This design comes from an exercise in tuning for small area on the open sky130 flow, not from production work.
Where RTL was checked, it was by simulation tests only, not by an equivalence proof against the original.
Power figures rest on the tool's default switching activity, not on a simulated workload.

==> ember <==
## router_top
module router_top(clock,resetn,pkt_valid,read_enb_0,read_enb_1,read_enb_2,data_in,
                  busy,err,vld_out_0,vld_out_1,vld_out_2,data_out_0,data_out_1,data_out_2);
==> module fifo, before the edit <==
module fifo(clk, rst, sft_rst, wr_en, rd_en, data_in, data_out, full, empty);
  input clk, rst, sft_rst, wr_en, rd_en;
  input [7:0] data_in;
  output reg [7:0] data_out;
  output full, empty;
  reg [4:0] ptr;
  reg [7:0] mem [0:15];
  integer i;
  reg [7:0] rd_mux;
  always @(*) begin
    rd_mux = 8'd0;
    for (i = 0; i < 16; i = i + 1)
      rd_mux = rd_mux | (mem[i] & {8{ptr[3:0] == i}});
  end
  assign empty = ptr[4];
  assign full  = (ptr == 5'd15);
  wire we = wr_en & ~full;
  wire re = rd_en & ~empty;
  always @(posedge clk) begin
    if (!rst || sft_rst)
      ptr <= 5'd31;
    else if (we & ~re)
      ptr <= ptr + 5'd1;
    else if (re & ~we)
      ptr <= ptr - 5'd1;
  end
  always @(posedge clk)
    if (we) begin
      mem[0] <= data_in;
      for (i = 1; i < 16; i = i + 1)
        mem[i] <= mem[i-1];
    end
  always @(posedge clk) begin
    if (!rst || sft_rst)
      data_out <= 8'd0;
    else if (re)
      data_out <= rd_mux;
  end
endmodule
==> module fsm, before the edit <==
module fsm(clk, rst, pkt_valid, data_in, full_0, full_1, full_2, empty_0, empty_1, empty_2,
           soft_reset_0, soft_reset_1, soft_reset_2, busy, err, write_en, dout);
  input clk, rst, pkt_valid;
  input [7:0] data_in;
  input full_0, full_1, full_2, empty_0, empty_1, empty_2;
  input soft_reset_0, soft_reset_1, soft_reset_2;
  output busy;
  output reg err;
  output [2:0] write_en;
  output reg [7:0] dout;
  localparam DA  = 3'd0, LFD = 3'd1, LD  = 3'd2, FFS = 3'd3,
             LAF = 3'd4, LP  = 3'd5, CPE = 3'd6, WTE = 3'd7;
  reg [2:0] st, nst;
  reg [1:0] addr;
  reg [7:0] ffb, acc;
  reg parity_done, low_packet_valid;
  wire da  = (st == DA);
  wire lfd = (st == LFD);
  wire ld  = (st == LD);
  wire laf = (st == LAF);
  reg fifo_full, fifo_empty, sft;
  always @(*) begin
    case (addr)
      2'd0: begin fifo_full = full_0; fifo_empty = empty_0; sft = soft_reset_0; end
      2'd1: begin fifo_full = full_1; fifo_empty = empty_1; sft = soft_reset_1; end
      2'd2: begin fifo_full = full_2; fifo_empty = empty_2; sft = soft_reset_2; end
      default: begin fifo_full = 1'b0; fifo_empty = 1'b0; sft = 1'b0; end
    endcase
  end
  reg new_empty;
  always @(*) begin
    case (data_in[1:0])
      2'd0: new_empty = empty_0;
      2'd1: new_empty = empty_1;
      2'd2: new_empty = empty_2;
      default: new_empty = 1'b0;
    endcase
  end
  always @(*) begin
    case (st)
      DA:  nst = (pkt_valid && data_in[1:0] != 2'd3) ? (new_empty ? LFD : WTE) : DA;
      LFD: nst = LD;
      LD:  nst = fifo_full ? FFS : (!pkt_valid ? LP : LD);
      FFS: nst = fifo_full ? FFS : LAF;
      LAF: nst = parity_done ? DA : (low_packet_valid ? LP : LD);
      LP:  nst = fifo_full ? LP : CPE;
      CPE: nst = fifo_full ? CPE : DA;
      default: nst = fifo_empty ? LFD : WTE;
    endcase
  end
  always @(posedge clk) begin
    if (!rst || sft)
      st <= DA;
    else
      st <= nst;
  end
  always @(posedge clk)
    if (da)
      addr <= data_in[1:0];
  assign busy = !(da || ld);
  wire wr = ld || laf || (st == LP);
  assign write_en = wr ? {addr == 2'd2, addr == 2'd1, addr == 2'd0} : 3'b000;
  always @(posedge clk) begin
    if (da || (ld && !fifo_full))
      dout <= data_in;
    else if (laf)
      dout <= ffb;
  end
  always @(posedge clk)
    if (ld && fifo_full)
      ffb <= data_in;
  always @(posedge clk) begin
    if (!rst || st == CPE)
      low_packet_valid <= 1'b0;
    else if (ld && !pkt_valid)
      low_packet_valid <= 1'b1;
  end
  wire par_ld  = ld && !pkt_valid && !fifo_full;
  wire par_laf = laf && !parity_done && low_packet_valid;
  always @(posedge clk) begin
    if (!rst || da)
      parity_done <= 1'b0;
    else if (par_ld || par_laf)
      parity_done <= 1'b1;
  end
  always @(posedge clk) begin
    if (da)
      acc <= data_in;
    else if (ld && (pkt_valid || !fifo_full))
      acc <= acc ^ data_in;
    else if (par_laf)
      acc <= acc ^ ffb;
  end
  always @(posedge clk)
    err <= rst && parity_done && (acc != 8'd0);
endmodule
==> module router_synchronizer, before the edit <==
module router_synchronizer(clock, resetn, vld, rd, soft_reset);
  input clock, resetn, vld, rd;
  output soft_reset;
  reg [4:0] count;
  assign soft_reset = &count;
  always @(posedge clock) begin
    if (!resetn || soft_reset || !vld || rd)
      count <= 5'd0;
    else
      count <= count + 5'd1;
  end
endmodule
clock: 5.0 ns
lec_check: 0
abc_area: 1
cap_margin: 20
core_margin: 2
core_utilization: 40
cts_buf_list: sky130_fd_sc_hd__clkbuf_4
cts_cluster_size: 30
slew_margin: 20
run.sh (not shown) runs the stock make flow with config.mk's settings and CLKGATE_MAP_FILE= SYNTH_SCRIPT=/design/flow/synth_recipe.tcl, a recipe that flattens the netlist after the stock synthesis.
==> inputs of willow, as changes to ember <==
--- a/flow/design.v
+++ b/flow/design.v
@@ -8,10 +8,5 @@
   integer i;
-  reg [7:0] rd_mux;
-  always @(*) begin
-    rd_mux = 8'd0;
-    for (i = 0; i < 16; i = i + 1)
-      rd_mux = rd_mux | (mem[i] & {8{ptr[3:0] == i}});
-  end
   assign empty = ptr[4];
   assign full  = (ptr == 5'd15);
+  wire clr = !rst || sft_rst;
   wire we = wr_en & ~full;
@@ -19,3 +14,3 @@
   always @(posedge clk) begin
-    if (!rst || sft_rst)
+    if (clr)
       ptr <= 5'd31;
@@ -32,8 +27,11 @@
     end
-  always @(posedge clk) begin
-    if (!rst || sft_rst)
-      data_out <= 8'd0;
-    else if (re)
+  wire [15:0] sel = clr ? 16'd0 : (16'd1 << ptr[3:0]);
+  wire [7:0] rd_mux =
+      (mem[0]  & {8{sel[0]}})  | (mem[1]  & {8{sel[1]}})  | (mem[2]  & {8{sel[2]}})  | (mem[3]  & {8{sel[3]}})  |
+      (mem[4]  & {8{sel[4]}})  | (mem[5]  & {8{sel[5]}})  | (mem[6]  & {8{sel[6]}})  | (mem[7]  & {8{sel[7]}})  |
+      (mem[8]  & {8{sel[8]}})  | (mem[9]  & {8{sel[9]}})  | (mem[10] & {8{sel[10]}}) | (mem[11] & {8{sel[11]}}) |
+      (mem[12] & {8{sel[12]}}) | (mem[13] & {8{sel[13]}}) | (mem[14] & {8{sel[14]}}) | (mem[15] & {8{sel[15]}});
+  always @(posedge clk)
+    if (clr || re)
       data_out <= rd_mux;
-  end
 endmodule
@@ -83,3 +81,3 @@
       FFS: nst = fifo_full ? FFS : LAF;
-      LAF: nst = parity_done ? DA : (low_packet_valid ? LP : LD);
+      LAF: nst = low_packet_valid ? LP : LD;    
       LP:  nst = fifo_full ? LP : CPE;
@@ -117,3 +115,3 @@
   wire par_ld  = ld && !pkt_valid && !fifo_full;
-  wire par_laf = laf && !parity_done && low_packet_valid;
+  wire par_laf = laf && low_packet_valid;
   always @(posedge clk) begin
@@ -127,6 +125,4 @@
       acc <= data_in;
-    else if (ld && (pkt_valid || !fifo_full))
+    else if (ld && !(fifo_full && pkt_valid && low_packet_valid))
       acc <= acc ^ data_in;
-    else if (par_laf)
-      acc <= acc ^ ffb;
   end
@@ -139,3 +135,4 @@
   reg [4:0] count;
-  assign soft_reset = &count;
+  wire low_zero = (count[3:0] == 4'd0);
+  assign soft_reset = count[4] & low_zero;
   always @(posedge clock) begin
@@ -144,3 +141,3 @@
     else
-      count <= count + 5'd1;
+      count <= {count[3:0], count[4] ^ count[2] ^ low_zero};
   end
==> flow/flow/run.sh (new file) <==
#!/bin/bash
# Own layout flow: the standard synthesis, then the combinational logic
# between the (unchanged) registers is mapped again with a stronger ABC
# script, then the standard layout from the new netlist. Ports are
# buffered with the smallest buffer.
set -euo pipefail
HERE=$(pwd)
R=$HERE/orfs/results/$FLOW_PLATFORM/router_top/base
LIB=$FLOW_HOME/platforms/$FLOW_PLATFORM/lib/sky130_fd_sc_hd__tt_025C_1v80.lib
YOSYS=$(command -v yosys || echo "$FLOW_HOME/../tools/install/yosys/bin/yosys")

bash standard.sh synth > synth.log 2>&1

cp "$R/1_2_yosys.v" "$HERE/std_synth.v"
sed -e "s|@LIB@|$LIB|g" -e "s|@IN@|$HERE/std_synth.v|g" -e "s|@OUT@|$HERE/remapped.v|g" \
    -e "s|@ABC@|$HERE/flow/remap.abc|g" flow/remap.ys.in > remap.ys
"$YOSYS" -s remap.ys > remap.log 2>&1

cp "$HERE/remapped.v" "$R/1_2_yosys.v"
rm -f "$R/1_synth.odb" "$R/1_synth.sdc"

export BUFFER_PORTS_ARGS="-buffer_cell sky130_fd_sc_hd__buf_1"
bash standard.sh finish > layout.log 2>&1
==> flow/flow/remap.abc (new file) <==
strash
&get -n
&fraig -x
&put
scorr
dc2
strash
&get -n
&deepsyn -T 60
&dch -f
&nf -R 1000
&put
strash
&get -n
&dch -f
&nf -R 1000
&put
==> flow/flow/remap.ys.in (new file) <==
read_liberty -ignore_miss_func @LIB@
read_verilog @IN@
hierarchy -top router_top
setattr -mod -set keep_hierarchy 1 sky130_fd_sc_hd__df* sky130_fd_sc_hd__edf*
flatten
opt_clean
abc -liberty @LIB@ -dont_use sky130_fd_sc_hd__lpflow_* -dont_use sky130_fd_sc_hd__probe* -script @ABC@
read_liberty -overwrite -lib @LIB@
splitnets
opt_clean -purge router_top
hilomap -singleton -hicell sky130_fd_sc_hd__conb_1 HI -locell sky130_fd_sc_hd__conb_1 LO
insbuf -buf sky130_fd_sc_hd__buf_4 A X
opt_clean -purge router_top
check -assert router_top
rename -hide w:*$func$*
stat -liberty @LIB@ router_top
select router_top
write_verilog -noattr -nohex -nodec -selected @OUT@
==> flow/standard.sh (new file) <==
#!/bin/bash
# synth_recipe.tcl (not shown) runs the flow's synth.tcl, then flattens the netlist and writes it again
# the make line also repeats each setting of config.mk as NAME=value (left out here)
make -C /OpenROAD-flow-scripts/flow DESIGN_CONFIG=/design/flow/config.mk WORK_HOME=/design/flow/orfs CLKGATE_MAP_FILE= SYNTH_SCRIPT=/design/flow/synth_recipe.tcl "${@:-finish}"
Settings changed: CTS_BUF_LIST sky130_fd_sc_hd__clkbuf_4 to sky130_fd_sc_hd__clkbuf_16, CTS_CLUSTER_DIAMETER set to 80, CTS_CLUSTER_SIZE 30 to 25, SETUP_SLACK_MARGIN set to -0.9.
removed: flow/run.sh
==> notes <==
Against willow, the synthesized cell count of ember is higher by about 55%.
Of ember and willow, willow has the higher non-clock buffer count (gap 8).
Synthesized area: willow is smaller than ember (about 9%).
Against ember, the clock-buffer cell count of willow is lower by 171.
Clock power: ember is larger than willow (51%).
In ember the cell count is higher than in willow, by about 47%.
Of willow and ember, willow has the higher sequential share of layout area (gap 10 points).
Function not checked in ember: the RTL went through the layout flow alone.

* * *

==> harbor: inputs <==
Another version of the RTL of router_top (not shown whole).
==> module fifo, before the edit <==
module fifo(clk, rst, sft_rst, wr_en, rd_en, data_in, data_out, full, empty);
  input clk, rst, sft_rst, wr_en, rd_en;
  input [7:0] data_in;
  output reg [7:0] data_out;
  output full, empty;
  reg [4:0] ptr;
  reg [7:0] mem [0:15];
  integer i;
  assign empty = ptr[4];
  assign full  = (ptr == 5'd15);
  wire we = wr_en & ~full;
  wire re = rd_en & ~empty;
  always @(posedge clk) begin
    if (!rst || sft_rst)
      ptr <= 5'd31;
    else if (we & ~re)
      ptr <= ptr + 5'd1;
    else if (re & ~we)
      ptr <= ptr - 5'd1;
  end
  always @(posedge clk)
    if (we) begin
      mem[0] <= data_in;
      for (i = 1; i < 16; i = i + 1)
        mem[i] <= mem[i-1];
    end
  always @(posedge clk) begin
    if (!rst || sft_rst)
      data_out <= 8'd0;
    else if (re)
      data_out <= mem[ptr[3:0]];
  end
endmodule
Settings: LEC_CHECK=0, CAP_MARGIN=20, CORE_MARGIN=2, CORE_UTILIZATION=40, SLEW_MARGIN=20; clock period 5.0 ns.
Stock flow here: none of the scripts above is used.
==> indigo: changes against harbor <==
--- a/flow/design.v
+++ b/flow/design.v
@@ -8,10 +8,11 @@
   integer i;
   assign empty = ptr[4];
   assign full  = (ptr == 5'd15);
+  wire clr = !rst || sft_rst;
   wire we = wr_en & ~full;
   wire re = rd_en & ~empty;
   always @(posedge clk) begin
-    if (!rst || sft_rst)
+    if (clr)
       ptr <= 5'd31;
     else if (we & ~re)
       ptr <= ptr + 5'd1;
@@ -24,12 +25,15 @@
       for (i = 1; i < 16; i = i + 1)
         mem[i] <= mem[i-1];
     end
-  always @(posedge clk) begin
-    if (!rst || sft_rst)
-      data_out <= 8'd0;
-    else if (re)
-      data_out <= mem[ptr[3:0]];
-  end
+  wire [15:0] sel = clr ? 16'd0 : (16'd1 << ptr[3:0]);
+  wire [7:0] rd_mux =
+      (mem[0]  & {8{sel[0]}})  | (mem[1]  & {8{sel[1]}})  | (mem[2]  & {8{sel[2]}})  | (mem[3]  & {8{sel[3]}})  |
+      (mem[4]  & {8{sel[4]}})  | (mem[5]  & {8{sel[5]}})  | (mem[6]  & {8{sel[6]}})  | (mem[7]  & {8{sel[7]}})  |
+      (mem[8]  & {8{sel[8]}})  | (mem[9]  & {8{sel[9]}})  | (mem[10] & {8{sel[10]}}) | (mem[11] & {8{sel[11]}}) |
+      (mem[12] & {8{sel[12]}}) | (mem[13] & {8{sel[13]}}) | (mem[14] & {8{sel[14]}}) | (mem[15] & {8{sel[15]}});
+  always @(posedge clk)
+    if (clr || re)
+      data_out <= rd_mux;
 endmodule
 module fsm(clk, rst, pkt_valid, data_in, full_0, full_1, full_2, empty_0, empty_1, empty_2,
            soft_reset_0, soft_reset_1, soft_reset_2, busy, err, write_en, dout);
@@ -75,7 +79,7 @@
       LFD: nst = LD;
       LD:  nst = fifo_full ? FFS : (!pkt_valid ? LP : LD);
       FFS: nst = fifo_full ? FFS : LAF;
-      LAF: nst = parity_done ? DA : (low_packet_valid ? LP : LD);
+      LAF: nst = low_packet_valid ? LP : LD;    
       LP:  nst = fifo_full ? LP : CPE;
       CPE: nst = fifo_full ? CPE : DA;
       default: nst = fifo_empty ? LFD : WTE;
@@ -109,7 +113,7 @@
       low_packet_valid <= 1'b1;
   end
   wire par_ld  = ld && !pkt_valid && !fifo_full;
-  wire par_laf = laf && !parity_done && low_packet_valid;
+  wire par_laf = laf && low_packet_valid;
   always @(posedge clk) begin
     if (!rst || da)
       parity_done <= 1'b0;
@@ -119,10 +123,8 @@
   always @(posedge clk) begin
     if (da)
       acc <= data_in;
-    else if (ld && (pkt_valid || !fifo_full))
+    else if (ld && !(fifo_full && pkt_valid && low_packet_valid))
       acc <= acc ^ data_in;
-    else if (par_laf)
-      acc <= acc ^ ffb;
   end
   always @(posedge clk)
     err <= rst && parity_done && (acc != 8'd0);
@@ -131,12 +133,13 @@
   input clock, resetn, vld, rd;
   output soft_reset;
   reg [4:0] count;
-  assign soft_reset = &count;
+  wire low_zero = (count[3:0] == 4'd0);
+  assign soft_reset = count[4] & low_zero;
   always @(posedge clock) begin
     if (!resetn || soft_reset || !vld || rd)
       count <= 5'd0;
     else
-      count <= count + 5'd1;
+      count <= {count[3:0], count[4] ^ count[2] ^ low_zero};
   end
 endmodule
 module router_top(clock,resetn,pkt_valid,read_enb_0,read_enb_1,read_enb_2,data_in,
==> flow/flow/run.sh (new file) <==
#!/bin/bash
# Own layout flow: the standard synthesis, then the combinational logic
# between the (unchanged) registers is mapped again with a stronger ABC
# script, then the standard layout from the new netlist. Ports are
# buffered with the smallest buffer.
set -euo pipefail
HERE=$(pwd)
R=$HERE/orfs/results/$FLOW_PLATFORM/router_top/base
LIB=$FLOW_HOME/platforms/$FLOW_PLATFORM/lib/sky130_fd_sc_hd__tt_025C_1v80.lib
YOSYS=$(command -v yosys || echo "$FLOW_HOME/../tools/install/yosys/bin/yosys")

bash standard.sh synth > synth.log 2>&1

cp "$R/1_2_yosys.v" "$HERE/std_synth.v"
sed -e "s|@LIB@|$LIB|g" -e "s|@IN@|$HERE/std_synth.v|g" -e "s|@OUT@|$HERE/remapped.v|g" \
    -e "s|@ABC@|$HERE/flow/remap.abc|g" flow/remap.ys.in > remap.ys
"$YOSYS" -s remap.ys > remap.log 2>&1

cp "$HERE/remapped.v" "$R/1_2_yosys.v"
rm -f "$R/1_synth.odb" "$R/1_synth.sdc"

export BUFFER_PORTS_ARGS="-buffer_cell sky130_fd_sc_hd__buf_1"
bash standard.sh finish > layout.log 2>&1
==> flow/flow/remap.abc (new file) <==
strash
&get -n
&fraig -x
&put
scorr
dc2
strash
&get -n
&deepsyn -T 60
&dch -f
&nf -R 1000
&put
strash
&get -n
&dch -f
&nf -R 1000
&put
==> flow/flow/remap.ys.in (new file) <==
read_liberty -ignore_miss_func @LIB@
read_verilog @IN@
hierarchy -top router_top
setattr -mod -set keep_hierarchy 1 sky130_fd_sc_hd__df* sky130_fd_sc_hd__edf*
flatten
opt_clean
abc -liberty @LIB@ -dont_use sky130_fd_sc_hd__lpflow_* -dont_use sky130_fd_sc_hd__probe* -script @ABC@
read_liberty -overwrite -lib @LIB@
splitnets
opt_clean -purge router_top
hilomap -singleton -hicell sky130_fd_sc_hd__conb_1 HI -locell sky130_fd_sc_hd__conb_1 LO
insbuf -buf sky130_fd_sc_hd__buf_4 A X
opt_clean -purge router_top
check -assert router_top
rename -hide w:*$func$*
stat -liberty @LIB@ router_top
select router_top
write_verilog -noattr -nohex -nodec -selected @OUT@
==> flow/standard.sh (new file) <==
#!/bin/bash
# synth_recipe.tcl (not shown) runs the flow's synth.tcl, then flattens the netlist and writes it again
# the make line also repeats each setting of config.mk as NAME=value (left out here)
make -C /OpenROAD-flow-scripts/flow DESIGN_CONFIG=/design/flow/config.mk WORK_HOME=/design/flow/orfs CLKGATE_MAP_FILE= SYNTH_SCRIPT=/design/flow/synth_recipe.tcl "${@:-finish}"
- ABC_AREA: not set -> 1
- CAP_MARGIN: 20 -> 10
- CORE_UTILIZATION: 40 -> 55
- CTS_BUF_LIST: not set -> sky130_fd_sc_hd__clkbuf_16
- CTS_CLUSTER_DIAMETER: not set -> 80
- CTS_CLUSTER_SIZE: not set -> 25
- PLACE_DENSITY: not set -> 0.7
- SETUP_SLACK_MARGIN: not set -> -0.9
- SLEW_MARGIN: 20 -> 10
removed: flow/run.sh
==> run summary <==
Against harbor, the die area of indigo is smaller by about 36%.
In harbor the synthesized area is larger than in indigo, by about 15%.
In harbor the non-clock buffer count is lower than in indigo, by 6.
Against indigo, the sequential share of layout area of harbor is lower by 13 points.
Of indigo and harbor, harbor has the higher clock power (gap 42%, measured against harbor).
Against harbor, the global-route usage of indigo is higher by 5.0 points.
In harbor the hold slack is worse than in indigo, by 0.012 ns.
Of harbor and indigo, harbor has the higher cell area (gap about 20%, measured against indigo).
Between harbor and indigo, the lower maximum frequency is in harbor (gap about 10%, measured against indigo).
Between harbor and indigo, the lower via count is in indigo (gap about 24%, measured against indigo).
==> figures <==
quantity                                                            harbor                      indigo
Layout filler cell count                                             4,222                       2,270
Worst hold slack                                                 0.4409 ns                   0.4531 ns
Wire length on met2                                              20,410 um                   16,280 um
Drt via density                                                      5.765                       6.563
Share of power burned in combinational logic                         17.6%                       20.7%
Per-cell routed wire length                                       21.56 um                    24.59 um
Routing usage on met2                                               27.46%                      34.16%
Capturing point of the worst reg2reg path      fifo_2.mem[15][1]$_DFFE_PP_  fifo_2.ptr[4]$_SDFFE_PP1P_
Uppermost layer routed                                                met5                        met4
FF/Latch Area                                                 13,520 sq um                13,750 sq um
Outcome                                           timing/DRC/antenna clean    timing/DRC/antenna clean
Cell Pwr Density                                             477.6 nW/um^2               551.3 nW/um^2
DRT Pass-1 Iters                                                         5                           9
Clock network share of area                                         6.708%                      3.466%
Final worst path period need                                      3.297 ns                    2.951 ns
Max-slew headroom at the worst pin                                  26.17%                      23.48%
Critical path origin                                 ctrl.st[1]$_SDFF_PP0_       ctrl.st[2]$_SDFF_PP0_
Pin slew with the least headroom to its limit                     1.107 ns                    1.138 ns
DIE HEIGHT                                                        224.3 um                    179.3 um
Final instance area                                           22,070 sq um                18,450 sq um
Maximum net fanout on the critical path                                 80                          42
The RTL of harbor was laid out without a check of its function.

[separate check: timing with driven ports]
No port has a modelled driver above. Below, the same layouts with a new extraction and two added sets of constraints. Step 1 (the two cells are an assumption about what drives the block):
set clk [get_ports {clock}]
set_driving_cell -lib_cell sky130_fd_sc_hd__clkbuf_16 $clk
set_driving_cell -lib_cell sky130_fd_sc_hd__buf_2 [delete_from_list [all_inputs] $clk]
Step 2 times the ports against the registers' clock, not the clock port: input delays grow and output delays shrink by t, the midpoint of the rising clock arrivals with the driver on. Slacks: ideal ports / drivers / drivers and shift; pairs: ideal ports / drivers.
| run | t, ns | slack for setup (ns) | worst setup path after step 2 |
|---|---|---|---|
| ember | 0.873 | 1.583 / 1.583 / 1.553 | input to register |
| willow | 0.605 | 1.951 / 1.951 / 1.951 | register to register |
| harbor | 0.630 | 1.703 / 1.703 / 1.102 | input to register |
| indigo | 0.583 | 2.049 / 2.049 / 2.049 | register to register |
After both steps every run listed still meets setup and hold. For harbor, which loses most, drivers alone change the setup slack by 0.000 ns; drivers and shift together by -0.601 ns.
